Context: an optimization exercise on an open-source flow, tuned for small area, a short achievable clock period and few clock cycles. The choices shown serve that exercise and are no tape-out recipe.
RTL that was checked went through simulation tests only; none was proved equivalent to the original.
For runs 1 to 3, only the layout was checked, not whether the RTL still works.

==> flow/design.v, too long to show whole: its modules and the start of the top module <==
// module neural: 3157 lines
// module classfier: 16 lines
// module nnctrl: 170 lines
module nnctrl ( reset, clk, input_signal, in, category,
                ram_addr, ram_we, ram_wdata, ram_rdata, rom_addr, rom_rdata,
                done, ready, score0, score1 ) ;
	input 		reset, clk ;
	input		input_signal ;
	input[31:0] in ;
	output 		category ;
	output[10:0]	ram_addr ;
	output		ram_we ;
	output[31:0]	ram_wdata ;
	input[31:0]	ram_rdata ;
	output[16:0]	rom_addr ;
	input[31:0]	rom_rdata ;
	output reg	done ;
	output reg	ready ;
	output[31:0]	score0, score1 ;
	localparam INIT = 2'd0, IN = 2'd1, COMP = 2'd2, FIN = 2'd3 ;
	reg [1:0]	state ;
	reg [1:0]	icnt ;
	reg		isig_d ;
	reg		we ;
	reg		f0_en, f0_bias ;	 
	reg [2:1]	f_en ;
	reg [5:1]	f_bias ;
	reg [10:0]	addr_ram ;
	reg [16:0]	addr_rom ;
	reg [6:0]	m ;			 
	reg [15:0]	one_r, two_r, neg_r ;	 
	reg [14:0]	xe_r ;
	reg		sa_r ;
	reg [31:0]	wr ;
	reg [62:0]	sr, cr ;
	reg [31:0]	acc, res ;
	assign ram_addr = addr_ram ;
	assign ram_we = we ;
	assign ram_wdata = res ;
	assign rom_addr = addr_rom ;
	assign score0 = res ;
	assign score1 = acc ;
	wire		en = f_en[2] ;
	wire [32:0]	xb = { ram_rdata, 1'b0 } ;
	wire [15:0]	one_d, two_d, neg_d ;
	genvar j ;
	generate for ( j = 0 ; j < 16 ; j = j+1 ) begin : enc
		wire x1 = xb[2*j+2], x0 = xb[2*j+1], xm = xb[2*j] ;
		assign one_d[j] = en & ( x0 ^ xm ) ;
		assign two_d[j] = ( en & ( ( x1 & ~x0 & ~xm ) | ( ~x1 & x0 & xm ) ) ) | ( j == 15 && f_bias[2] ) ;
		assign neg_d[j] = en & x1 & ~( x0 & xm ) ;
	end endgenerate
	wire [62:0]	ts, tc ;
  // ...
==> flow/run.sh <==
#!/bin/bash
# synth_recipe.tcl (not shown) runs the flow's synth.tcl, then flattens the netlist and writes it again
# the make line also repeats each setting of config.mk as NAME=value (left out here)
make -C /OpenROAD-flow-scripts/flow DESIGN_CONFIG=/design/flow/config.mk WORK_HOME=/design/flow/orfs CLKGATE_MAP_FILE= SYNTH_SCRIPT=/design/flow/synth_recipe.tcl finish
==> flow/config.mk <==
export PLATFORM = sky130hd
export DESIGN_NAME = nnctrl
export DESIGN_NICKNAME = nnctrl
export VERILOG_FILES = /design/flow/design.v
export SDC_FILE = /design/flow/constraint.sdc
export NUM_CORES = 4
export LEC_CHECK = 0
export ABC_CLOCK_PERIOD_IN_PS = 3000
export CAP_MARGIN = 20
export CORE_MARGIN = 2
export CORE_UTILIZATION = 55
export SETUP_SLACK_MARGIN = 5
export SLEW_MARGIN = 20
==> flow/constraint.sdc <==
create_clock -name core_clock -period 11.0 [get_ports {clk}]
set_input_delay 2.2000 -clock core_clock [delete_from_list [all_inputs] [get_ports {clk}]]
set_output_delay 2.2000 -clock core_clock [all_outputs]
set_load 0.01 [all_outputs]
==> out/results.ini, run 1 <==
[layout]
seq_cells = 338
multi_input_area_sq_mm = 0.0245
fin_cells = 4429
seq_area_sq_mm = 0.00724
nonClockInverterCount = 466
final_cell_mix = a22oi_1, fa_1, inv_1, xor2_1, xnor2_1
fin_util_pct = 61.6
nFillCells = 5403
regMostFlops = sr

[route]
drtIter0Drc = 2510
routed-wl-met2_um = 50000
route.top_layer_used = met4
ant_nets = 0

[sta]
fin_ws_ns = 5.67
worstMarginPinSlew_ns = 0.993
hold_ws_ns = 0.349
fin_crit_sh_pct = 48.5
max_freq_mhz = 187

[setup_path]
critPathKind = register to register
reg2regPathDepth = 19
cp.depth = 19
critical_path.startpoint = sr[2]
worstPathArrival_ns = 5.84
crit_required_ns = 11.50
max_stage_delay_ns = 0.47

[global_routing]
grt_use_met1_pct = 44.5
grt_most_used_layer = met2
grt_first_pass_wirelength_um = 171000

[cts]
cts_sinks = 338
clockRootBuffer = clkbuf_16

[placement]
hpwlAfterDp_um = 73200
gp_congestion = 0.880

[status]
status = finished clean

[synthesis]
async_flop_share_pct = 5.33
syn_avg_cell_area_sq_um = 9.81
syn_area_sq_mm = 0.0349
synth.most_common_cell = a22oi_1
synth.distinct_cells = 79

[min_path]
hold_class = register to register

[flow_run]
max_cap_viol_count = 0

==> run 2: changes to the inputs <==
==> flow/flow/run.sh (new file) <==
#!/bin/bash
set -euo pipefail
bash standard.sh synth > synth.log 2>&1
bash standard.sh finish SETUP_SLACK_MARGIN=6.5 TNS_END_PERCENT=100 > layout.log 2>&1
==> flow/standard.sh (new file) <==
#!/bin/bash
# synth_recipe.tcl (not shown) runs the flow's synth.tcl, then flattens the netlist and writes it again
# the make line also repeats each setting of config.mk as NAME=value (left out here)
make -C /OpenROAD-flow-scripts/flow DESIGN_CONFIG=/design/flow/config.mk WORK_HOME=/design/flow/orfs CLKGATE_MAP_FILE= SYNTH_SCRIPT=/design/flow/synth_recipe.tcl "${@:-finish}"
--- a/flow/config.mk
+++ b/flow/config.mk
@@ -11,3 +11,2 @@
 export CORE_UTILIZATION = 55
-export SETUP_SLACK_MARGIN = 5
 export SLEW_MARGIN = 20
removed: flow/run.sh
==> run 2 against run 1 <==
Still clean on timing, DRC and antenna. Cell count up 0.11%. Non-clock buffer count up 5.
==> out/results.ini, run 2 <==
[route]
totalWireLength_um = 111000
avgViaCountPerCell = 6.12
ant_nets = 0  ; unchanged
wl_per_cell_um = 25.1
drc = 0
dr_total_vias = 27100
firstDrtPassIters = 6
drtIter0Drc = 2657  ; +5.9%

[setup_path]
reg2regPathDepth = 19  ; unchanged
critical_path.startpoint = cr[2]
crit_required_ns = 11.50  ; about the same
cp_max_fo = 3
critPathKind = register to register
worstReg2RegStart = cr[2]
worst_setup_path_end_kind = register
worstPathArrival_ns = 5.09  ; -0.75 ns
start_kind = register

[layout]
final_area_sq_mm = 0.0392
syn_to_final_growth_pct = 12.5
top_regs = sr: 63 flops, cr: 62 flops
regMostFlops = sr
final_cell_mix = a22oi_1, fa_1, inv_1, xor2_1, xnor2_1
layout_commonest_cell = a22oi_1
largest_register_ffs = 63
fin_cells = 4434  ; +0.11%
diodes = 0
fin_util_pct = 62.4  ; +0.80 points
fin_nets = 4312
drive_gt1_share_pct = 7.36

[global_routing]
grt_first_pass_wirelength_um = 172000  ; +0.20%
grt-ovfl-total = 0
grt_pass1_vias = 28900
grt_max_degree = 67
grt_use_total_pct = 34.0
grt_antenna_before_repair = 2

[placement]
port-buffer-count = 226
hpwlAfterDp_um = 73200  ; unchanged
post_dp_cell_area_sq_mm = 0.0374
place_inst = 4357
gp_congestion = 0.880  ; unchanged

[synthesis]
synth_top_family_by_area = adder cells
synth-compound-area-share_pct = 15.4
synth_seq_area_share_pct = 20.6
yosys.area.top_type_share_pct = 27.4
async_flop_share_pct = 5.33  ; unchanged
muxShareOfSynthArea_pct = 0.154
synth_common_cells = a22oi_1, fa_1, inv_1
syn_area_sq_mm = 0.0349  ; unchanged
ys_warn_count = 2
synth_top_flop_cell = dfxtp_1
synth.distinct_cells = 79  ; unchanged
synth_xor_area_share_pct = 14.6
synth.most_common_cell = a22oi_1
netlist_instances = 3557
synth_seq_cells = 338
syn_avg_cell_area_sq_um = 9.81  ; unchanged
synth_area_leaders = fa_1, dfxtp_1, a22oi_1, xor2_1, xnor2_1
yosys.area_share.simple_pct = 6.35
synth-adder-area-share_pct = 33.8
synth_edf_count = 32
synth_nets = 4312
yosysTopAreaCell = fa_1

[floorplan]
die_w_um = 256
fp-row-count = 92
design.die.area_sq_mm = 0.0655
die_h_um = 256
core_area_sq_mm = 0.0629
start_util_pct = 55.5
io_pins = 227

[sta]
skew_ns = 0.0237
hold_viol_final = 0
report.final.slew_viol_count = 0
setup_viol = 0
max_freq_mhz = 218  ; +16%
worstMarginPinSlew_ns = 0.816  ; -0.177 ns
period_minus_slack_ns = 4.59
fin_crit_sh_pct = 41.7  ; -6.8 points
finalSetupTns_ns = 0
max_slew_margin_pct = 44.9
rsz0062_at_grt = true

[cts]
htreeDepth = 2
hold_buffers = 0
tritoncts = done
cts.path.max_buffers = 3
clkLatencyLatePin_ns = 0.57
clockRootBuffer = clkbuf_16
clk_pin_slew_ns = 0.07
cts_sinks = 338  ; unchanged
cts_buffers = 39

[min_path]
holdPathStages = 0
hold_start = f_bias[3]
hold_class = register to register

[flow_run]
max_cap_viol_count = 0  ; unchanged

[status]
status = finished clean

==> run 2: cell types whose count changed in the layout (fill, tap and decap cells not counted), moves of 3 or more <==
cell,previous run,this run
a22oi_2,0,3
a22oi_1,498,495
buf_6,0,57
dfxtp_2,48,45
a21oi_2,0,5
a21oi_1,61,55
clkbuf_8,5,10
buf_4,81,22
dfxtp_4,0,6
dfxtp_1,240,237
==> run 2: area by class of cell <==
type                    instances  area [sq um]
fillers                      5347         23600
repair buffers                312          3180
flip-flops and latches        338          7260
well taps                     846          1060
inverters                     466          1750
clock inverters                17           193
multi-input cells            2400         24700
clock buffers                  55          1110
==> run 2: metrics by stage <==
stage	hold WS (ns)	setup slack (ns)
global placement	0.333	5.75
CTS	0.350	6.41
floorplan	0.329	6.60
detailed placement	0.338	5.74
finish	0.349	6.41
global route	0.356	6.30
==> run 2: timing repair <==
| action | 4_1_cts | 5_1_grt |
|---|---|---|
| endpoints found under the setup margin | 55 | 27 |
| buffers inserted | 2 | 3 |
| resized for setup | 40 | 72 |
| pin swaps | 20 | 12 |
==> run 2: cells by family (layout without fill, tap and decap cells) <==
group                      after synthesis  count (layout)
buffers and inverters                  819             850
AOI/OAI and AO/OA                      755             755
adders and majority gates              656             656
xor gates and xnor gates               580             580
and+or+nand+nor                        404             404
DFF                                    338             338
muxes                                    5               5
==> run 2: final timing paths <==
kind / to / slack [ns]
hold / removal: f_bias[4] / 0.35
setup reg to reg: acc[30] / 6.41
setup / recovery: acc[30] / 6.41
max in group asynchronous: f_bias[1] / 8.50
hold reg to reg: f_bias[4] / 0.35
min in group asynchronous: done / 2.05
==> run 2: critical path: stages (launching register included) <==
cell,delay (ns)
dfxtp_2,0.33
ha_4,0.23
a41o_1,0.19
a21oi_2,0.12
nor2b_1,0.06
o211ai_1,0.30
a211oi_2,0.13
o31ai_2,0.31
nand3_2,0.27
a211o_1,0.41
ha_4,0.19
fa_2,0.34
a21o_1,0.21
a221oi_4,0.36
o2111ai_4,0.24
a31o_4,0.32
nand3_4,0.10
a31oi_4,0.11
and4b_1,0.21
nor3_2,0.08
==> run 2: routing by layer <==
metal | track usage (%) | vias to the layer above | wire length (um)
met5 | 0 | - | 0
met4 | 14.1 | 0 | 5450
met3 | 9.32 | 410 | 12400
met2 | 53.3 | 1681 | 50200
li1 | - | 11600 | -
met1 | 44.4 | 13400 | 43200
==> run 3: changes to the inputs <==
==> flow/flow/run.sh (replaced) <==
#!/bin/bash
set -euo pipefail
bash standard.sh synth > synth.log 2>&1
bash standard.sh finish SETUP_SLACK_MARGIN=7.2 TNS_END_PERCENT=100 > layout.log 2>&1
==> run 3 against run 2 <==
Synthesized cell count is the same. First-iteration DRC count rose by 50%. Largest cell class unchanged. Routed wire length rose by 26%. Clock skew increased by 0.033 ns. Register-to-register slack better by 0.11 ns. Via count increased by 12%. Still clean on timing, DRC and antenna. Critical endpoint is now acc[25]. Worst hold slack improved by 0.0037 ns. Critical path depth rose by 2.
==> out/results.ini, run 3 <==
[status]
status = finished clean

[cts]
htreeDepth = 2  ; unchanged
hold_buffers = 0  ; unchanged
clk_pin_slew_ns = 0.06  ; about the same
clkLatencyLatePin_ns = 0.60  ; +0.03 ns
cts_sinks = 338  ; unchanged
tritoncts = done
clockRootBuffer = clkbuf_16
cts.path.max_buffers = 3  ; unchanged
cts_buffers = 40  ; +2.6%

[route]
firstDrtPassIters = 10  ; +4
dr_total_vias = 30300  ; +12%
drtIter0Drc = 3983  ; +50%
totalWireLength_um = 140000  ; +26%
ant_nets = 0  ; unchanged
drc = 0  ; unchanged
wl_per_cell_um = 30.0  ; +20%
avgViaCountPerCell = 6.49  ; +6.1%

[setup_path]
cp.depth = 21  ; +2
worst_setup_path_end_kind = register
worstPathArrival_ns = 4.99  ; -0.10 ns
start_kind = register
critPathKind = register to register
max_stage_delay_ns = 0.40  ; about the same
reg2regPathDepth = 21  ; +2
cpMaxStageDelayCell = a211o_1
cp_max_fo = 4  ; +1
crit_required_ns = 11.51  ; about the same
cp.buffers_inverters = 3  ; +3
crit_chain = ha_4 > a41o_1 > a21oi_2 > nor2b_1 > o211ai_1 > a211oi_2 > o31ai_2 > nand3_2 > a211o_1 > ha_4 > buf_4 > buf_6 > a211o_1 > a21oi_4 > a2111oi_4 > buf_4 > a211o_4 > o21a_1 > o21ai_2 > nand3_1 > o211ai_1
critPathTopFamily = compound AO/OA/AOI/OAI gates

[floorplan]
design.die.area_sq_mm = 0.0655  ; unchanged
die_h_um = 256  ; unchanged
io_pins = 227  ; unchanged
core_area_sq_mm = 0.0629  ; unchanged
start_util_pct = 55.5  ; unchanged
fp-row-count = 92  ; unchanged
die_w_um = 256  ; unchanged

[sta]
hold_viol_final = 0  ; unchanged
max_slew_margin_pct = 37.0  ; -7.8 points
finalSetupTns_ns = 0  ; unchanged
rsz0062_at_grt = true
fin_ws_ns = 6.52  ; +0.108 ns
worstMarginPinSlew_ns = 0.932  ; +0.116 ns
period_minus_slack_ns = 4.48  ; -0.108 ns
max_freq_mhz = 223  ; +2.4%
report.final.slew_viol_count = 0  ; unchanged
skew_ns = 0.0567  ; +0.0330 ns
fin_crit_sh_pct = 40.7  ; -0.99 points
setup_viol = 0  ; unchanged

[synthesis]
synth_seq_area_share_pct = 20.6  ; unchanged
synth_top_flop_cell = dfxtp_1
synth_seq_cells = 338  ; unchanged
async_flop_share_pct = 5.33  ; unchanged
synth_nets = 4312  ; unchanged
ys_warn_count = 2  ; unchanged
yosys.area.top_type_share_pct = 27.4  ; unchanged
syn_area_sq_mm = 0.0349  ; unchanged
synth_edf_count = 32  ; unchanged
synth_common_cells = a22oi_1, fa_1, inv_1
yosysTopAreaCell = fa_1
syn_avg_cell_area_sq_um = 9.81  ; unchanged
netlist_instances = 3557  ; unchanged
synth.most_common_cell = a22oi_1
synth.distinct_cells = 79  ; unchanged
synth_area_leaders = fa_1, dfxtp_1, a22oi_1, xor2_1, xnor2_1

[layout]
drive_gt1_share_pct = 26.7  ; +19 points
top_regs = sr: 63 flops, cr: 62 flops
largest_register_ffs = 63  ; unchanged
fin_nets = 4548  ; +5.5%
final_cell_mix = inv_1, a22oi_1, fa_1, xor2_1, xnor2_1
syn_to_final_growth_pct = 30.8
regMostFlops = sr
final_area_sq_mm = 0.0456  ; +16%
layout_commonest_cell = inv_1
fin_cells = 4675  ; +5.4%

[global_routing]
grt_max_degree = 67  ; unchanged
grt_antenna_before_repair = 4  ; +2
grt_first_pass_wirelength_um = 205000  ; +19%
grt_pass1_vias = 31400  ; +8.5%
grt_use_total_pct = 42.2  ; +8.2 points
grt-ovfl-total = 0  ; unchanged

[placement]
post_dp_cell_area_sq_mm = 0.0376  ; +0.51%
place_inst = 4349  ; -0.18%
pre_cts_slack_ns = 5.86  ; +0.124 ns
hpwlAfterDp_um = 75700  ; +3.5%
gp_congestion = 0.879  ; -0.10%
port-buffer-count = 226  ; unchanged

[min_path]
holdPathStages = 0  ; unchanged
hold_class = register to register

[flow_run]
max_cap_viol_count = 0  ; unchanged

-- run 3: timing repair --
item,CTS,global route
gates cloned,55,3
gates resized for setup,593,274
pin swaps,163,180
endpoints found under the setup margin,124,98
setup buffers,146,44
-- run 3: kinds of logic (layout without fill, tap and decap cells) --
family / Yosys count / count (layout) / share of synthesized area, %
buffers and inverters: 819 / 1085 / 9.20
AO/OA/AOI/OAI: 755 / 755 / 15.4
adder cells (fa/ha/maj): 656 / 656 / 33.8
XOR/XNOR: 580 / 580 / 14.6
AND/OR/NAND/NOR: 404 / 404 / 6.35
flip-flops: 338 / 338 / 20.6
multiplexers: 5 / 5 / 0.154
other: 0 / 6 / 0
-- run 3: stage by stage --
step | utilization, % | hold slack [ns]
5_1_grt | 72.6 | 0.361
3_3_place_gp | 59.9 | 0.338
4_1_cts | 70.3 | 0.342
6_report | 72.6 | 0.353
3_5_place_dp | 59.9 | 0.336
2_1_floorplan | - | 0.330
-- run 3: routing by layer --
| metal | vias up | GRT usage (%) | wire [um] |
|---|---|---|---|
| met5 | - | 0.585 | 100 |
| met4 | 4 | 26.9 | 11700 |
| met3 | 794 | 17.8 | 21600 |
| met2 | 2507 | 61.7 | 58300 |
| met1 | 14900 | 51.1 | 48800 |
| li1 | 12100 | - | - |
-- run 3: layout make-up --
class / instances / area, sq um
antenna: 6 / 15.0
clock buffer: 56 / 1120
clock inverter: 16 / 195
fill: 4461 / 17200
inverter: 466 / 1800
multi-input combinational: 2400 / 26600
sequential: 338 / 7400
tap: 846 / 1060
timing repair buffer: 547 / 7440
-- run 3: worst paths after layout --
kind / from / endpoint / slack, ns
worst min-delay path: f_bias[3] / f_bias[4] / 0.35
min in group asynchronous: reset / classfier.category / 2.06
worst max register to register: sr[2] / acc[25] / 6.52
worst min register to register: f_bias[3] / f_bias[4] / 0.35
max in group asynchronous: reset / f_bias[3] / 8.47
worst max-delay path: sr[2] / acc[25] / 6.52
==> module nnctrl, before the edit <==
module nnctrl ( reset, clk, input_signal, in, category,
                ram_addr, ram_we, ram_wdata, ram_rdata, rom_addr, rom_rdata,
                done, ready, score0, score1 ) ;
	input 		reset, clk ;
	input		input_signal ;
	input[31:0] in ;
	output 		category ;
	output[10:0]	ram_addr ;
	output		ram_we ;
	output[31:0]	ram_wdata ;
	input[31:0]	ram_rdata ;
	output[16:0]	rom_addr ;
	input[31:0]	rom_rdata ;
	output reg	done ;
	output reg	ready ;
	output[31:0]	score0, score1 ;
	localparam INIT = 2'd0, IN = 2'd1, COMP = 2'd2, FIN = 2'd3 ;
	reg [1:0]	state ;
	reg [1:0]	icnt ;
	reg		isig_d ;
	reg		we ;
	reg		f0_en, f0_bias ;	 
	reg [2:1]	f_en ;
	reg [5:1]	f_bias ;
	reg [10:0]	addr_ram ;
	reg [16:0]	addr_rom ;
	reg [6:0]	m ;			 
	reg [15:0]	one_r, two_r, neg_r ;	 
	reg [14:0]	xe_r ;
	reg		sa_r ;
	reg [31:0]	wr ;
	reg [62:0]	sr, cr ;
	reg [31:0]	acc, res ;
	assign ram_addr = addr_ram ;
	assign ram_we = we ;
	assign ram_wdata = res ;
	assign rom_addr = addr_rom ;
	assign score0 = res ;
	assign score1 = acc ;
	wire		en = f_en[2] ;
	wire [32:0]	xb = { ram_rdata, 1'b0 } ;
	wire [15:0]	one_d, two_d, neg_d ;
	genvar j ;
	generate for ( j = 0 ; j < 16 ; j = j+1 ) begin : enc
		wire x1 = xb[2*j+2], x0 = xb[2*j+1], xm = xb[2*j] ;
		assign one_d[j] = en & ( x0 ^ xm ) ;
		assign two_d[j] = ( en & ( ( x1 & ~x0 & ~xm ) | ( ~x1 & x0 & xm ) ) ) | ( j == 15 && f_bias[2] ) ;
		assign neg_d[j] = en & x1 & ~( x0 & xm ) ;
	end endgenerate
	wire [62:0]	ts, tc ;
	neural aNeural ( .one(one_r), .two(two_r), .neg(neg_r), .xe(xe_r), .sa(sa_r), .w(wr), .s(ts), .c(tc) ) ;
	wire [30:0]	lo_sum ;
	wire		lo_c ;
	assign { lo_c, lo_sum } = { 1'b0, sr[30:0] } + { 1'b0, cr[30:0] } ;
	wire		resolve = f_bias[5] ;
	wire		clr = ( resolve && state != FIN ) || done || state == INIT ;
	wire [31:0]	a0 = clr ? 32'd0 : acc ;
	wire [31:0]	hs = sr[62:31], hc = cr[62:31] ;
	wire [31:0]	x1 = a0 ^ hs ^ hc ;
	wire [31:0]	y1 = ( a0 & hs ) | ( a0 & hc ) | ( hs & hc ) ;
	wire [31:0]	acc_next = x1 + { y1[30:0], lo_c } ;
	classfier classfier ( reset, clk, state == FIN && resolve, res, acc, category ) ;
	wire rise = input_signal & ~isig_d ;
	wire last = f0_en && ( addr_ram == 11'd999 || addr_ram == 11'd1124 ) ;
	always @( posedge clk ) begin
		one_r <= one_d ;
		two_r <= two_d ;
		neg_r <= neg_d ;
		xe_r <= en ? ram_rdata[14:0] : 15'd0 ;
		sa_r <= en & ram_rdata[31] ;
		wr <= rom_rdata ;
		sr <= ts ;
		cr <= tc ;
		acc <= acc_next ;
		if ( input_signal )
			res <= in ;
		else if ( resolve && state == COMP )
			res <= acc ;
	end
	always @( posedge clk ) begin
		if ( state == INIT || ( state == FIN && resolve ) ) begin
			addr_ram <= 11'd0 ;
			addr_rom <= 17'd0 ;
			m <= 7'd0 ;
		end
		else if ( state == IN || state == COMP ) begin
			if ( last ) begin
				addr_ram <= { 4'b1000, m } ;
				addr_rom <= addr_rom+1 ;
				m <= m+1 ;
			end
			else if ( f0_bias )
				addr_ram <= ( m >= 7'd100 ) ? 11'd1025 : 11'd0 ;
			else if ( f0_en ) begin
				addr_ram <= addr_ram+1 ;
				addr_rom <= addr_rom+1 ;
			end
		end
	end
	always @( posedge clk or posedge reset ) begin
		if ( reset ) begin
			state <= INIT ;
			icnt <= 2'd0 ;
			isig_d <= 1'b0 ;
			we <= 1'b0 ;
			f0_en <= 1'b0 ;
			f0_bias <= 1'b0 ;
			f_en <= 2'd0 ;
			f_bias <= 5'd0 ;
			done <= 1'b0 ;
			ready <= 1'b0 ;
		end
		else begin
			isig_d <= input_signal ;
			f_en <= { f_en[1], f0_en } ;
			f_bias <= { f_bias[4:1], f0_bias } ;
			done <= 1'b0 ;
			case ( state )
			INIT: begin
				icnt <= icnt+1 ;
				if ( icnt == 2'd3 ) begin
					state <= IN ;
					ready <= 1'b1 ;
				end
			end
			IN: begin
				if ( last ) begin
					f0_en <= 1'b0 ;
					f0_bias <= 1'b1 ;
					we <= 1'b1 ;
					state <= COMP ;
					ready <= 1'b0 ;
				end
				else begin
					f0_en <= rise ;
					we <= rise ;
				end
			end
			COMP: begin
				if ( last ) begin
					f0_en <= 1'b0 ;
					f0_bias <= 1'b1 ;
					we <= 1'b1 ;
				end
				else if ( f0_bias ) begin
					f0_bias <= 1'b0 ;
					we <= 1'b0 ;
					if ( m == 7'd102 ) begin
						f0_en <= 1'b0 ;
						state <= FIN ;
					end
					else
						f0_en <= 1'b1 ;
				end
				else begin
					f0_en <= 1'b1 ;
					we <= ( addr_ram == 11'd1123 ) && !m[0] ;
				end
			end
			FIN: begin
				if ( resolve ) begin
					done <= 1'b1 ;
					ready <= 1'b1 ;
					state <= IN ;
				end
			end
			endcase
		end
	end
endmodule
==> run 4: changes to the inputs <==
--- a/flow/design.v
+++ b/flow/design.v
@@ -3226,2 +3226,3 @@
 	neural aNeural ( .one(one_r), .two(two_r), .neg(neg_r), .xe(xe_r), .sa(sa_r), .w(wr), .s(ts), .c(tc) ) ;
+	reg		lc ;
 	wire [30:0]	lo_sum ;
@@ -3235,3 +3236,3 @@
 	wire [31:0]	y1 = ( a0 & hs ) | ( a0 & hc ) | ( hs & hc ) ;
-	wire [31:0]	acc_next = x1 + { y1[30:0], lo_c } ;
+	wire [31:0]	acc_next = x1 + { y1[30:0], lc } ;
 	classfier classfier ( reset, clk, state == FIN && resolve, res, acc, category ) ;
@@ -3249,2 +3250,3 @@
 		acc <= acc_next ;
+		lc <= lo_c ;
 		if ( input_signal )
==> flow/flow/run.sh (replaced) <==
#!/bin/bash
set -euo pipefail
W=$(pwd)
R=$W/orfs/results/$FLOW_PLATFORM/nnctrl/base
bash standard.sh synth > synth.log 2>&1
cp $R/1_2_yosys.v $W/synth_standard.v
python3 $W/flow/polarity.py $W/synth_standard.v $R/1_2_yosys.v > polarity.log 2>&1
rm -f $R/1_synth.odb
bash standard.sh finish SETUP_SLACK_MARGIN=7.0 TNS_END_PERCENT=100 > layout.log 2>&1
==> flow/flow/polarity.py (new file) <==
#!/usr/bin/env python3
"""Inverter removal around full adders in a flat gate-level Verilog netlist.

A full adder is self-dual: FA(~a, ~b, ~c) = (~sum, ~cout).  An XOR2 can be
swapped for an XNOR2 to complement its output.  This script chooses, for every
full adder and XOR/XNOR gate, whether to complement it so that the number of
inverters needed between cells is smallest, then rewrites the netlist.
Registers and every other cell are left as they are.

usage: polarity.py in.v out.v
"""
import re, sys, random, collections

src = open(sys.argv[1]).read()

# ---- parse the module body into cell instances
mod_m = re.search(r'^module\s+(\S+)\s*\((.*?)\);', src, re.S | re.M)
cell_re = re.compile(r'^(\s*)(sky130_fd_sc_hd__\w+)\s+(\S+)\s*\((.*?)\);\s*$', re.S | re.M)
pin_re = re.compile(r'\.(\w+)\(((?:\\\S+\s)|[^()]*?)\)', re.S)

cells = []          # [type, name, {pin: net}, span]
for m in cell_re.finditer(src):
    pins = {}
    for pm in pin_re.finditer(m.group(4)):
        pins[pm.group(1)] = pm.group(2).strip()
    cells.append([m.group(2), m.group(3), pins, m.span()])

OUTPINS = {'X', 'Y', 'SUM', 'COUT', 'Q', 'Q_N', 'HI', 'LO'}

def base(t):
    return t.split('__')[-1].rsplit('_', 1)[0]

def is_inv(c):
    return base(c[0]) in ('inv', 'clkinv')

def is_buf(c):
    return base(c[0]) in ('buf', 'clkbuf')

# nets used outside cell pins (assign statements, ports): frozen
frozen_nets = set()
for a in re.findall(r'^\s*assign\s+(.*?);', src, re.M | re.S):
    for tok in re.findall(r'(\\\S+|[A-Za-z_][\w$]*(?:\[\d+\])?)', a):
        frozen_nets.add(tok)
port_names = set(re.findall(r'(?:input|output|inout)\s+(?:\[[^\]]*\]\s*)?(\S+?)\s*;', src))

def net_frozen(n):
    b = n.split('[')[0] if not n.startswith('\\') else n
    return n in frozen_nets or b in frozen_nets or b in port_names

driver = {}
loads = collections.defaultdict(list)
for i, c in enumerate(cells):
    for p, n in c[2].items():
        if p in OUTPINS:
            driver[n] = (i, p)
        else:
            loads[n].append((i, p))

# ---- root of every net through inverter chains
def root(n):
    par = 0
    seen = 0
    while n in driver and (is_inv(cells[driver[n][0]]) or is_buf(cells[driver[n][0]])):
        par ^= is_inv(cells[driver[n][0]])
        n = cells[driver[n][0]][2]['A']
        seen += 1
        if seen > 50:
            raise SystemExit('inverter loop')
    return n, par

# ---- signals: root net -> consumers (non-inverter pins) with parity
groups = collections.defaultdict(lambda: {'cons': [], 'nets': set(), 'invs': []})
for i, c in enumerate(cells):
    if is_inv(c) or is_buf(c):
        r, par = root(c[2]['A'])
        g = groups[r]
        g['invs'].append(i)
        g['nets'].add(c[2]['Y' if is_inv(c) else 'X'])
        continue
    for p, n in c[2].items():
        if p in OUTPINS:
            continue
        r, par = root(n)
        groups[r]['cons'].append((i, p, par))
        groups[r]['nets'].add(n)

FLIPFA = lambda c: base(c[0]) == 'fa'
FLIPX = lambda c: base(c[0]) in ('xor2', 'xnor2')

flip = {}
for i, c in enumerate(cells):
    if FLIPFA(c) or FLIPX(c):
        flip[i] = 0

opt_groups = {}
for r, g in groups.items():
    if not g['invs'] and not any(cells[i][0] and FLIPFA(cells[i]) for i, p, q in g['cons']) \
            and not (r in driver and driver[r][0] in flip):
        continue
    nets = set(g['nets']) | {r}
    if any(net_frozen(n) for n in nets) or r not in driver:
        # frozen signal: its driver and consumers keep polarity only if we
        # never flip them; mark them unflippable
        for i, p, q in g['cons']:
            flip.pop(i, None)
        if r in driver:
            flip.pop(driver[r][0], None)
        continue
    opt_groups[r] = g

# consumers that are fixed-polarity are fine; flippable driver of a frozen net removed above
cell_groups = collections.defaultdict(set)
for r, g in opt_groups.items():
    d = driver[r][0]
    cell_groups[d].add(r)
    for i, p, q in g['cons']:
        cell_groups[i].add(r)

def gcost(r):
    g = opt_groups[r]
    fd = flip.get(driver[r][0], 0)
    for i, p, q in g['cons']:
        pc = flip.get(i, 0) if FLIPFA(cells[i]) else 0
        if q ^ fd ^ pc:
            return 1
    return 0

before = sum(len(g['invs']) for g in opt_groups.values())
cur = {r: gcost(r) for r in opt_groups}
random.seed(1)
import math
order = list(flip)
best = dict(flip); bestc = sum(cur.values()); total = bestc
T = 2.0
for step in range(400000):
    i = order[random.randrange(len(order))]
    gs = cell_groups[i]
    old = sum(cur[r] for r in gs)
    flip[i] ^= 1
    new = {r: gcost(r) for r in gs}
    d = sum(new.values()) - old
    if d <= 0 or random.random() < math.exp(-d / T):
        cur.update(new)
        total += d
        if total < bestc:
            bestc = total; best = dict(flip)
    else:
        flip[i] ^= 1
    T = max(0.02, 2.0 * (1 - step / 300000.0))
flip = best
cur = {r: gcost(r) for r in opt_groups}
after = sum(cur.values())
sys.stderr.write('polarity: %d signals, inverters %d -> %d, flipped %d cells\n'
                 % (len(opt_groups), before, after, sum(flip.values())))

# ---- rewrite
remove = set()
newpins = {}           # (cell, pin) -> net
newcells = []
newwires = []
k = 0
for r, g in opt_groups.items():
    remove.update(g['invs'])
    fd = flip.get(driver[r][0], 0)
    inv_net = None
    for i, p, q in g['cons']:
        pc = flip.get(i, 0) if FLIPFA(cells[i]) else 0
        if q ^ fd ^ pc:
            if inv_net is None:
                inv_net = '_pol%d_' % k
                k += 1
                newwires.append(inv_net)
                newcells.append('  sky130_fd_sc_hd__inv_1 %s_i (\n    .A(%s),\n    .Y(%s)\n  );\n'
                                % (inv_net, r + (' ' if r.startswith('\\') else ''), inv_net))
            newpins[(i, p)] = inv_net
        else:
            newpins[(i, p)] = r

out = []
pos = 0
for i, c in enumerate(cells):
    s, e = c[3]
    out.append(src[pos:s])
    pos = e
    if i in remove:
        continue
    t = c[0]
    pins = dict(c[2])
    for p in list(pins):
        if (i, p) in newpins:
            pins[p] = newpins[(i, p)]
    if FLIPX(c) and flip.get(i, 0):
        if base(t) == 'xor2':
            t = t.replace('xor2', 'xnor2')
            pins['Y'] = pins.pop('X')
        else:
            t = t.replace('xnor2', 'xor2')
            pins['X'] = pins.pop('Y')
    body = ',\n'.join('    .%s(%s%s)' % (p, n, ' ' if n.startswith('\\') else '') for p, n in pins.items())
    out.append('  %s %s (\n%s\n  );' % (t, c[1], body))
out.append(src[pos:])
res = ''.join(out)
# declare new wires and add new inverters before endmodule
decl = ''.join('  wire %s;\n' % w for w in newwires)
em = res.rfind('endmodule')
res = res[:em] + decl + ''.join(newcells) + res[em:]
open(sys.argv[2], 'w').write(res)
==> run 4 against run 3 <==
Still clean on timing, DRC and antenna. Sequential share of layout area rose by 1.8 points. First-iteration DRC count is 9.6% higher. Critical endpoint is now cr[36].
==> out/results.ini, run 4 <==
[sta]
worstMarginPinSlew_ns = 0.942  ; +0.00985 ns
skew_ns = 0.0241  ; -0.0326 ns
setup_viol = 0  ; unchanged
fin_crit_sh_pct = 37.3  ; -3.4 points
max_freq_mhz = 244  ; +9.2%
max_slew_margin_pct = 36.8  ; -0.23 points
rsz0062_at_grt = true
hold_viol_final = 0  ; unchanged
report.final.slew_viol_count = 0  ; unchanged
hold_ws_ns = 0.357  ; +0.00393 ns
period_minus_slack_ns = 4.10  ; -0.378 ns
finalSetupTns_ns = 0  ; unchanged

[layout]
top_regs = sr: 63 flops, cr: 62 flops
fin_cells = 4152  ; -11%
fin_nets = 4106  ; -9.7%
final_cell_mix = a22oi_1, xnor2_1, fa_1, clkdlybuf4s50_1, dfxtp_1
fin_util_pct = 71.1  ; -1.5 points
layout_commonest_cell = a22oi_1
final_area_sq_mm = 0.0412  ; -9.8%
syn_to_final_growth_pct = 27.3
largest_register_ffs = 63  ; unchanged
nFillCells = 4225  ; -5.3%
drive_gt1_share_pct = 16.8  ; -9.9 points
regMostFlops = sr

[synthesis]
ys_warn_count = 2  ; unchanged
syn_area_sq_mm = 0.0323  ; -7.4%
syn_avg_cell_area_sq_um = 11.2  ; +14%
synth_nets = 3648  ; -15%
netlist_instances = 2893  ; -19%

[floorplan]
io_pins = 227  ; unchanged
die_w_um = 246  ; -3.7%
design.die.area_sq_mm = 0.0607  ; -7.3%
start_util_pct = 55.8  ; +0.29 points
die_h_um = 246  ; -3.7%
core_area_sq_mm = 0.0579  ; -7.9%
fp-row-count = 88  ; -4.3%

[status]
status = finished clean

[cts]
clk_pin_slew_ns = 0.06  ; about the same
clockRootBuffer = clkbuf_16
cts_sinks = 339  ; +0.30%
cts.path.max_buffers = 3  ; unchanged
tritoncts = done
cts_buffers = 42  ; +5.0%
htreeDepth = 2  ; unchanged
clkLatencyLatePin_ns = 0.59  ; about the same

[min_path]
holdPathStages = 0  ; unchanged
hold_class = register to register
hold_start = f_bias[3]

[global_routing]
grt_antenna_before_repair = 5  ; +1
grt_max_degree = 67  ; unchanged
grt_use_total_pct = 40.3  ; -1.8 points
grt-ovfl-total = 0  ; unchanged
grt_first_pass_wirelength_um = 181000  ; -12%
grt_pass1_vias = 29000  ; -7.4%

[flow_run]
max_cap_viol_count = 0  ; unchanged

[setup_path]
critical_path.startpoint = wr[14]
cp_max_fo = 10  ; +6
worst_setup_path_end_kind = register
worstPathArrival_ns = 4.57  ; -0.42 ns
crit_required_ns = 11.47  ; -0.04 ns
reg2regPathDepth = 11  ; -48%
start_kind = register
worstReg2RegStart = wr[14]
critPathKind = register to register

[route]
dr_total_vias = 28200  ; -7.2%
wl_per_cell_um = 30.4  ; +1.4%
drc = 0  ; unchanged
ant_nets = 0  ; unchanged
totalWireLength_um = 126000  ; -10%
firstDrtPassIters = 13  ; +3
avgViaCountPerCell = 6.78  ; +4.5%
drtIter0Drc = 4366  ; +9.6%

[placement]
port-buffer-count = 226  ; unchanged
post_dp_cell_area_sq_mm = 0.0360  ; -4.4%
hpwlAfterDp_um = 71900  ; -5.1%
gp_congestion = 0.887  ; +0.90%
place_inst = 3900  ; -10%

==> run 4: cell count changes in the layout (fill, tap and decap cells not counted), sizes merged, moves of 8 or more <==
cell / delta
or3: -8
o21ai: -18
xor2: -135
a31oi: +17
bufbuf: -17
nand2: +17
inv: -354
xnor2: +144
nand3: +10
clkbuf: +21
buf: -95
==> run 4: worst paths after layout <==
check,endpoint,slack [ns]
min reg2reg,f_bias[4],0.36
min,f_bias[4],0.36
max,cr[36],6.90
max in group asynchronous,f_en[2],8.51
max reg2reg,cr[36],6.90
min in group asynchronous,f_bias[4],2.02
==> run 4: final cells by class <==
type	instances	area, sq um	share of cell area (%)
repair buffers	451	5700	13.9
inverters	109	420	1.02
diodes	3	7.51	0.0182
clock buffers	61	1270	3.08
clock inverters	16	160	0.389
repair inverters	2	12.5	0.0304
flip-flops and latches	339	7430	18.0
well taps	765	957	2.33
multi-input cells	2406	25200	61.2
==> run 4: per-layer routing <==
layer | up-vias | share of wire, % | GRT usage [%]
met4 | 8 | 6.7 | 20.4
met3 | 720 | 16 | 18.7
li1 | 11300 | - | -
met2 | 2352 | 41 | 58.4
met5 | - | 0.14 | 0
met1 | 13800 | 36 | 50.5
==> run 4: timing repair <==
action | 4_1_cts | 5_1_grt
setup endpoints to repair | 88 | 47
gates cloned | 18 | 18
buffers inserted | 81 | 54
resized for setup | 208 | 106
pin swaps | 31 | 40
hold buffers | 0 | 0
==> run 4: worst max-delay path, stage by stage (launching register included) <==
cell	delay, ns
dfxtp_4	0.38
buf_12	0.17
buf_12	0.16
a22oi_1	0.24
xor2_1	0.26
fa_2	0.48
fa_2	0.36
fa_2	0.40
fa_1	0.53
fa_1	0.44
fa_1	0.51
inv_1	0.03
==> run 4: metrics by stage <==
step / setup slack [ns]
floorplan: 6.82
global placement: 6.35
detailed placement: 6.19
CTS: 6.94
global route: 6.81
finish: 6.90
Testbench counts of run 4, summed over its fixed seeds: cycles 1,215,690.
==> run 5: changes to the inputs <==
--- a/flow/flow/run.sh
+++ b/flow/flow/run.sh
@@ -8,2 +8,2 @@
 rm -f $R/1_synth.odb
-bash standard.sh finish SETUP_SLACK_MARGIN=7.0 TNS_END_PERCENT=100 > layout.log 2>&1
+bash standard.sh finish SETUP_SLACK_MARGIN=6.6 TNS_END_PERCENT=100 > layout.log 2>&1
==> run 5 against run 4 <==
Maximum frequency fell by 5.8%. Clock-buffer cell count decreased by 5. Worst hold slack worse by 0.011 ns. Sequential share of layout area grew 1.1 points. Critical endpoint is now cr[32]. Highest routed layer unchanged.
==> out/results.ini, run 5 <==
[status]
status = finished clean

[setup_path]
reg2regPathDepth = 10  ; -1
crit_required_ns = 11.47  ; about the same
critical_path.startpoint = two_r[3]
start_kind = register
cp_max_fo = 32  ; +22
worstReg2RegStart = two_r[3]
critPathKind = register to register
worst_setup_path_end_kind = register
worstPathArrival_ns = 4.82  ; +0.25 ns
rrSetupSlack_ns = 6.65  ; -0.25 ns
setup.worst_path.end = cr[32]
r2r-end = cr[32]

[layout]
layout_commonest_cell = a22oi_1
regMostFlops = sr
nFillCells = 4655  ; +10%
fin_nets = 3967  ; -3.4%
top_regs = sr: 63 flops, cr: 62 flops
drive_gt1_share_pct = 6.85  ; -9.9 points
syn_to_final_growth_pct = 17.2
final_cell_mix = a22oi_1, fa_1, xnor2_1, dfxtp_1, clkdlybuf4s50_1
largest_register_ffs = 63  ; unchanged

[sta]
report.final.slew_viol_count = 0  ; unchanged
worstMarginPinSlew_ns = 1.09  ; +0.152 ns
period_minus_slack_ns = 4.35  ; +0.251 ns
setup_viol = 0  ; unchanged
finalSetupTns_ns = 0  ; unchanged
max_slew_margin_pct = 26.4  ; -10 points
fin_crit_sh_pct = 39.6  ; +2.3 points
hold_viol_final = 0  ; unchanged
skew_ns = 0.0254  ; +0.00130 ns
max_freq_mhz = 230  ; -5.8%
rsz0062_at_grt = true
hold_ws_ns = 0.346  ; -0.0107 ns

[min_path]
hold_class = register to register
holdPathStages = 0  ; unchanged

[cts]
htreeDepth = 2  ; unchanged
clkLatencyLatePin_ns = 0.59  ; about the same
cts.path.max_buffers = 3  ; unchanged
hold_buffers = 0  ; unchanged
cts_buffers = 41  ; -2.4%
clk_pin_slew_ns = 0.07  ; about the same
clockRootBuffer = clkbuf_16
cts_sinks = 339  ; unchanged
tritoncts = done

[global_routing]
grt_max_degree = 67  ; unchanged
grt_first_pass_wirelength_um = 173000  ; -4.4%
grt_pass1_vias = 28600  ; -1.6%
grt_use_total_pct = 37.9  ; -2.4 points
grt_antenna_before_repair = 0  ; -5
grt-ovfl-total = 0  ; unchanged

[synthesis]
synth_nets = 3648  ; unchanged
syn_area_sq_mm = 0.0323  ; unchanged
netlist_instances = 2893  ; unchanged
syn_avg_cell_area_sq_um = 11.2  ; unchanged
ys_warn_count = 2  ; unchanged

[floorplan]
fp-row-count = 88  ; unchanged
io_pins = 227  ; unchanged
design.die.area_sq_mm = 0.0607  ; unchanged
core_area_sq_mm = 0.0579  ; unchanged
die_w_um = 246  ; unchanged
start_util_pct = 55.8  ; unchanged
die_h_um = 246  ; unchanged

[placement]
hpwlAfterDp_um = 72900  ; +1.5%
port-buffer-count = 226  ; unchanged
gp_congestion = 0.915  ; +3.2%

[route]
totalWireLength_um = 114000  ; -9.6%
firstDrtPassIters = 7  ; -6
drc = 0  ; unchanged
ant_nets = 0  ; unchanged
wl_per_cell_um = 28.5  ; -6.4%
avgViaCountPerCell = 6.60  ; -2.7%
dr_total_vias = 26500  ; -6.0%
drtIter0Drc = 3161  ; -28%

[flow_run]
max_cap_viol_count = 0  ; unchanged

## run 5: changes by cell type in the layout (fill, tap and decap cells not counted), sizes merged
| cell | before | now |
|---|---|---|
| bufinv | 2 | 3 |
| clkinv | 6 | 10 |
| buf | 192 | 75 |
| bufbuf | 15 | 0 |
| clkinvlp | 6 | 5 |
| inv | 113 | 109 |
| diode | 3 | 2 |
| clkbuf | 80 | 71 |
## run 5: what timing repair did
item,in CTS,in global routing
resized for setup,30,96
endpoints found under the setup margin,57,22
cloned,0,1
pin swaps,0,2
buffers inserted,3,8
## run 5: layer usage
layer | global-route usage, % | up-vias | share of wire [%]
li1 | - | 10900 | -
met1 | 49.6 | 13100 | 37
met3 | 11.3 | 486 | 14
met5 | 0.817 | - | 0.035
met2 | 56.0 | 1986 | 43
met4 | 21.5 | 2 | 6.1
## run 5: critical path, cell delays in order, from the launching register on
cell	delay (ns)
dfxtp_1	0.33
buf_6	0.36
a22oi_1	0.17
xnor2_1	0.23
fa_1	0.49
fa_1	0.48
fa_1	0.45
fa_1	0.42
fa_1	0.46
fa_1	0.39
fa_1	0.43
## run 5: worst min-delay path by stage
stage              start   endpoint  slack [ns]
2_1_floorplan  f_bias[1]  f_bias[2]        0.33
5_1_grt          f_en[1]    f_en[2]        0.36
3_5_place_dp   f_bias[1]  f_bias[2]        0.34
6_report       f_bias[4]  f_bias[5]        0.35
3_3_place_gp   f_bias[4]  f_bias[5]        0.33
4_1_cts        f_bias[3]  f_bias[4]        0.35
## run 5: area by class of cell
cell class	instances	area [sq um]	area share [%]
multi-input combinational	2406	24500	64.6
clock buffer	56	1200	3.16
antenna	2	5.00	0.0132
tap	765	957	2.53
timing repair buffer	315	3380	8.91
sequential	339	7270	19.2
inverter	109	422	1.11
clock inverter	18	191	0.505
## run 5: through the flow
stage / util (%) / cell area, sq um / std cells / setup WS [ns]
4_1_cts: 64.6 / 37400 / 3999 / 6.58
3_5_place_dp: 62.0 / 35900 / 3922 / 5.91
2_1_floorplan: - / 32400 / 2893 / 6.55
6_report: 65.4 / 37900 / 4010 / 6.65
5_1_grt: 65.4 / 37900 / 4008 / 6.54
3_3_place_gp: 62.0 / 35900 / 3922 / 5.99
==> run 6: changes to the inputs <==
==> flow/flow/run.sh (replaced) <==
#!/bin/bash
set -euo pipefail
W=$(pwd)
R=$W/orfs/results/$FLOW_PLATFORM/nnctrl/base
bash standard.sh synth > synth.log 2>&1
cp $R/1_2_yosys.v $W/synth_standard.v
python3 $W/flow/polarity.py $W/synth_standard.v $W/synth_polarity.v > polarity.log 2>&1
python3 $W/flow/fastfa.py $W/synth_polarity.v $R/1_2_yosys.v 2.8 '^\\?[sc]r\[' > fastfa.log 2>&1
rm -f $R/1_synth.odb
bash standard.sh finish SETUP_SLACK_MARGIN=7.0 TNS_END_PERCENT=100 > layout.log 2>&1
==> flow/flow/fastfa.py (new file) <==
#!/usr/bin/env python3
"""Replace timing-critical full adders by a faster equivalent.

A sky130 fa cell is slow from every input (about 0.4-0.5 ns).  With
p = a ^ b, a full adder is also  sum = p ^ c,  cout = maj(a, b, c): the late
input c reaches sum through one XOR2 and cout through one MAJ3.
This script estimates arrival times with a simple delay model, and replaces
the full adders on the slowest paths by that form (with the latest input as
c) until the estimated critical path stops improving or reaches TARGET.

usage: fastfa.py in.v out.v [target_ns [endpoint_regex]] [-v]
"""
import re, sys, collections

src = open(sys.argv[1]).read()
TARGET = float(sys.argv[3]) if len(sys.argv) > 3 else 0.0
cell_re = re.compile(r'^(\s*)(sky130_fd_sc_hd__\w+)\s+(\S+)\s*\((.*?)\);\s*$', re.S | re.M)
pin_re = re.compile(r'\.(\w+)\(((?:\\\S+\s)|[^()]*?)\)', re.S)
cells = []
for m in cell_re.finditer(src):
    pins = {}
    for pm in pin_re.finditer(m.group(4)):
        pins[pm.group(1)] = pm.group(2).strip()
    cells.append([m.group(2), m.group(3), pins, m.span()])

OUTPINS = {'X', 'Y', 'SUM', 'COUT', 'Q', 'Q_N', 'HI', 'LO'}
def base(t):
    return t.split('__')[-1].rsplit('_', 1)[0]
SEQ = lambda t: base(t).startswith(('df', 'edf', 'sdf'))

driver = {}
loads = collections.defaultdict(list)
for i, c in enumerate(cells):
    for p, n in c[2].items():
        if not n:
            continue
        if p in OUTPINS:
            driver[n] = (i, p)
        else:
            loads[n].append((i, p))

DFA = {'SUM': 0.47, 'COUT': 0.40}
def cdelay(t, outpin):
    b = base(t)
    if b == 'fa':
        return DFA[outpin]
    if b == 'ha':
        return 0.30 if outpin == 'SUM' else 0.25
    if b in ('inv', 'clkinv'):
        return 0.06
    if b in ('buf', 'clkbuf'):
        return 0.15
    if b in ('xor2', 'xnor2'):
        return 0.17
    if SEQ(t):
        return 0.40
    return 0.22

def fo_pen(n):
    return 0.015 * max(0, len(loads[n]) - 1)

# fast[i] = name of the input pin used as the late input
fast = {}

def arrivals():
    arr = {}
    order = []
    # topological by DFS from each net
    sys.setrecursionlimit(100000)
    def net_arr(n):
        if n in arr:
            return arr[n]
        arr[n] = 0.0
        if n not in driver:
            arr[n] = 0.3   # primary input (port) or constant
            return arr[n]
        i, p = driver[n]
        t = cells[i][0]
        if SEQ(t):
            arr[n] = cdelay(t, p) + fo_pen(n)
            return arr[n]
        ins = {q: net_arr(m) for q, m in cells[i][2].items() if q not in OUTPINS and m}
        if i in fast:
            L = fast[i]
            others = [q for q in ('A', 'B', 'CIN') if q != L]
            tp = max(ins[q] for q in others) + 0.17
            if p == 'SUM':
                v = max(tp, ins[L]) + 0.17
            else:
                v = max(ins.values()) + 0.33
        else:
            v = (max(ins.values()) if ins else 0.0) + cdelay(t, p)
        arr[n] = v + fo_pen(n)
        return arr[n]
    for n in list(driver):
        net_arr(n)
    return arr

EPRE = re.compile(sys.argv[4] if len(sys.argv) > 4 and not sys.argv[4].startswith('-') else '.')
def endpoints():
    eps = []
    for i, c in enumerate(cells):
        if SEQ(c[0]) and EPRE.search(c[1]):
            for p, n in c[2].items():
                if p not in OUTPINS and p not in ('CLK',) and n:
                    eps.append(n)
    return eps

def crit_fas(arr, tmax, eps):
    # required times backward
    req = collections.defaultdict(lambda: 1e9)
    for n in eps:
        req[n] = min(req[n], tmax)
    # process nets in decreasing arrival order
    nets = sorted(arr, key=lambda n: -arr[n])
    crit = []
    for n in nets:
        if n not in driver or req[n] >= 1e9:
            continue
        i, p = driver[n]
        t = cells[i][0]
        if SEQ(t):
            continue
        r_out = req[n] - fo_pen(n)
        for q, m in cells[i][2].items():
            if q in OUTPINS or not m:
                continue
            if i in fast:
                d = (0.17 if q == fast[i] else 0.34) if p == 'SUM' else 0.33
            else:
                d = cdelay(t, p)
            req[m] = min(req[m], r_out - d)
        if base(t) == 'fa' and i not in fast and arr[n] > r_out - 0.02:
            crit.append(i)
    return crit

eps = endpoints()
arr = arrivals()
t0 = max(arr[n] for n in eps if n in arr)
best = t0
for it in range(40):
    arr = arrivals()
    tmax = max(arr[n] for n in eps if n in arr)
    if tmax <= TARGET:
        break
    crit = crit_fas(arr, tmax, eps)
    if not crit:
        break
    for i in set(crit):
        ins = {q: arr.get(m, 0.0) for q, m in cells[i][2].items() if q in ('A', 'B', 'CIN')}
        fast[i] = max(ins, key=ins.get)
arr = arrivals()
t1 = max(arr[n] for n in eps if n in arr)
sys.stderr.write('fastfa: estimated critical %.2f -> %.2f ns, %d of %d full adders replaced\n'
                 % (t0, t1, len(fast), sum(1 for c in cells if base(c[0]) == 'fa')))

def q(n):
    return n + (' ' if n.startswith('\\') else '')
out = []
pos = 0
k = 0
for i, c in enumerate(cells):
    s, e = c[3]
    out.append(src[pos:s])
    pos = e
    if i not in fast:
        out.append(src[s:e])
        continue
    L = fast[i]
    a1, a2 = [c[2][x] for x in ('A', 'B', 'CIN') if x != L]
    cc = c[2][L]
    pn = '_ffp%d_' % k
    k += 1
    nm = c[1].lstrip('\\').strip()
    txt = '  wire %s;\n' % pn
    txt += '  sky130_fd_sc_hd__xor2_1 \\%s_p  (\n    .A(%s),\n    .B(%s),\n    .X(%s)\n  );\n' % (nm, q(a1), q(a2), pn)
    if c[2].get('SUM'):
        txt += '  sky130_fd_sc_hd__xor2_1 \\%s_s  (\n    .A(%s),\n    .B(%s),\n    .X(%s)\n  );\n' % (nm, pn, q(cc), q(c[2]['SUM']))
    if c[2].get('COUT'):
        txt += '  sky130_fd_sc_hd__maj3_1 \\%s_c  (\n    .A(%s),\n    .B(%s),\n    .C(%s),\n    .X(%s)\n  );' % (nm, q(a1), q(a2), q(cc), q(c[2]['COUT']))
    out.append(txt)
out.append(src[pos:])
open(sys.argv[2], 'w').write(''.join(out))
if '-v' in sys.argv:
    n = max((n for n in eps if n in arr), key=lambda n: arr[n])
    while n in driver:
        i, p = driver[n]
        sys.stderr.write('  %.2f %s %s %s%s\n' % (arr[n], cells[i][0].split('__')[-1], cells[i][1], p, ' FAST' if i in fast else ''))
        if SEQ(cells[i][0]):
            break
        ins = [(arr.get(m, 0), m) for q2, m in cells[i][2].items() if q2 not in OUTPINS and m]
        n = max(ins)[1]
==> run 6 against run 5 <==
Still clean. Global-route usage down 0.43 points. Sequential cell count stayed put. Setup slack improved by 0.40 ns. Register-to-register slack improved by 0.40 ns. Via count is 8.8% higher. Design area is 6.4% higher.
==> out/results.ini, run 6 <==
[status]
status = finished clean

[route]
drtIter0Drc = 3591  ; +14%
ant_nets = 0  ; unchanged
avgViaCountPerCell = 6.54  ; -0.98%
wl_per_cell_um = 27.4  ; -3.8%
firstDrtPassIters = 7  ; unchanged
dr_total_vias = 28800  ; +8.8%
drc = 0  ; unchanged
totalWireLength_um = 121000  ; +5.7%

[sta]
worstMarginPinSlew_ns = 1.16  ; +0.0642 ns
skew_ns = 0.0361  ; +0.0108 ns
finalSetupTns_ns = 0  ; unchanged
hold_viol_final = 0  ; unchanged
fin_crit_sh_pct = 35.9  ; -3.7 points
period_minus_slack_ns = 3.95  ; -0.402 ns
max_slew_margin_pct = 20.8  ; -5.6 points
setup_viol = 0  ; unchanged
rsz0062_at_grt = true
report.final.slew_viol_count = 0  ; unchanged
max_freq_mhz = 253  ; +10%

[floorplan]
io_pins = 227  ; unchanged
die_w_um = 251  ; +1.9%
design.die.area_sq_mm = 0.0631  ; +3.9%
fp-row-count = 90  ; +2.3%
die_h_um = 251  ; +1.9%
core_area_sq_mm = 0.0604  ; +4.2%
start_util_pct = 55.7  ; -0.12 points

[layout]
final_cell_mix = xor2_1, a22oi_1, xnor2_1, fa_1, dfxtp_1
fin_nets = 4174  ; +5.2%
drive_gt1_share_pct = 8.92  ; +2.1 points
fin_util_pct = 66.8  ; +1.4 points
regMostFlops = sr
syn_to_final_growth_pct = 19.9
largest_register_ffs = 63  ; unchanged
layout_commonest_cell = xor2_1
top_regs = sr: 63 flops, cr: 62 flops

[placement]
port-buffer-count = 226  ; unchanged
gp_congestion = 0.919  ; +0.38%
hpwlAfterDp_um = 75600  ; +3.7%

[setup_path]
critPathTopFamily = adder cells
cpMaxStageDelayCell = fa_1
cp_max_fo = 35  ; +9.4%
critPathKind = register to register
crit_required_ns = 11.46  ; about the same
worstPathArrival_ns = 4.41  ; -0.41 ns
cpMostUsedCell = maj3_1
crit_chain = buf_6 > xnor2_1 > fa_1 > xor2_1 > xor2_2 > maj3_2 > maj3_1 > maj3_1 > maj3_1 > maj3_1
rrSetupSlack_ns = 7.05  ; +0.40 ns
start_kind = register
worst_setup_path_end_kind = register
cp.buffers_inverters = 1  ; unchanged
max_stage_delay_ns = 0.50  ; about the same

[synthesis]
syn_area_sq_mm = 0.0336  ; +4.0%
netlist_instances = 3237  ; +12%
syn_avg_cell_area_sq_um = 10.4  ; -7.1%
ys_warn_count = 2  ; unchanged
synth_nets = 3820  ; +4.7%

[min_path]
hold_class = register to register

[cts]
tritoncts = done
clkLatencyLatePin_ns = 0.61  ; +0.02 ns
htreeDepth = 2  ; unchanged
hold_buffers = 0  ; unchanged
clk_pin_slew_ns = 0.06  ; about the same
cts_buffers = 42  ; +2.4%
cts_sinks = 339  ; unchanged
cts.path.max_buffers = 3  ; unchanged
clockRootBuffer = clkbuf_16

[global_routing]
grt_antenna_before_repair = 2  ; +2
grt_pass1_vias = 29800  ; +4.3%
grt_first_pass_wirelength_um = 180000  ; +4.2%
grt_use_total_pct = 37.5  ; -0.43 points
grt-ovfl-total = 0  ; unchanged
grt_max_degree = 67  ; unchanged

[flow_run]
max_cap_viol_count = 0  ; unchanged

[run 6: timing repair]
item	4_1_cts	5_1_grt
pin swaps	4	18
cloned	3	6
resized for setup	104	139
endpoints found under the setup margin	86	29
buffers inserted	29	18
[run 6: routing by layer]
layer	part of all wire (%)	global-route usage (%)	up-vias	wire length [um]
li1	-	-	12300	-
met1	39	49.7	14100	47400
met3	13	11.4	470	15300
met4	5.6	17.8	0	6710
met2	43	55.9	1946	51300
met5	0	0.386	-	0
[run 6: layout make-up]
class,count,area [sq um]
Fill cell,4808,20000
Sequential cell,339,7330
Antenna cell,1,2.50
Timing Repair Buffer,347,4080
Clock inverter,22,246
Multi-Input combinational cell,2750,26000
Inverter,109,420
Clock buffer,54,1220
Tap cell,782,978
Timing Repair inverter,2,15.0
[run 6: worst paths after layout]
path,startpoint,end,cells after the start
worst min-delay path,f_bias[1],f_bias[2],0
worst max-delay path,neg_r[9],sr[33],10
worst max register to register,neg_r[9],sr[33],10
max in group asynchronous,reset,classfier.category,2
worst min register to register,f_bias[1],f_bias[2],0
min in group asynchronous,reset,done,2
[run 6: through the flow]
step | hold WS, ns | worst slack [ns] | std cells | instance area [sq um]
floorplan | 0.331 | 7.00 | 3237 | 33700
global placement | 0.332 | 6.22 | 4273 | 37200
detailed placement | 0.336 | 6.37 | 4273 | 37200
CTS | 0.351 | 7.00 | 4381 | 39500
global route | 0.355 | 6.93 | 4405 | 40300
finish | 0.350 | 7.05 | 4406 | 40300

re-timing with driven ports:
The results above use ideal ports. As a check the final layouts listed here were re-extracted and re-timed, cells and wires unchanged. Step 1, drivers: a clkbuf_16 drives clk and a buf_2 each remaining input, both assumed. Step 2 also shifts input and output timing later by t, the mid clock arrival at the registers, as if the neighbouring blocks saw the same clock. a / b / c = no drivers / after step 1 / after step 2; a / b = the first two.
run	t, ns	setup WS [ns]	worst slew at a driven data input, ns
run 1	0.625	5.666 / 5.666 / 5.666	0.07
run 2	0.629	6.413 / 6.413 / 6.413	0.06
run 3	0.641	6.522 / 6.522 / 6.522	0.07
run 4	0.639	6.900 / 6.900 / 6.900	0.08
run 5	0.642	6.649 / 6.649 / 6.649	0.07
run 6	0.661	7.051 / 7.046 / 7.051	0.06
After both steps every run listed still meets setup and hold.
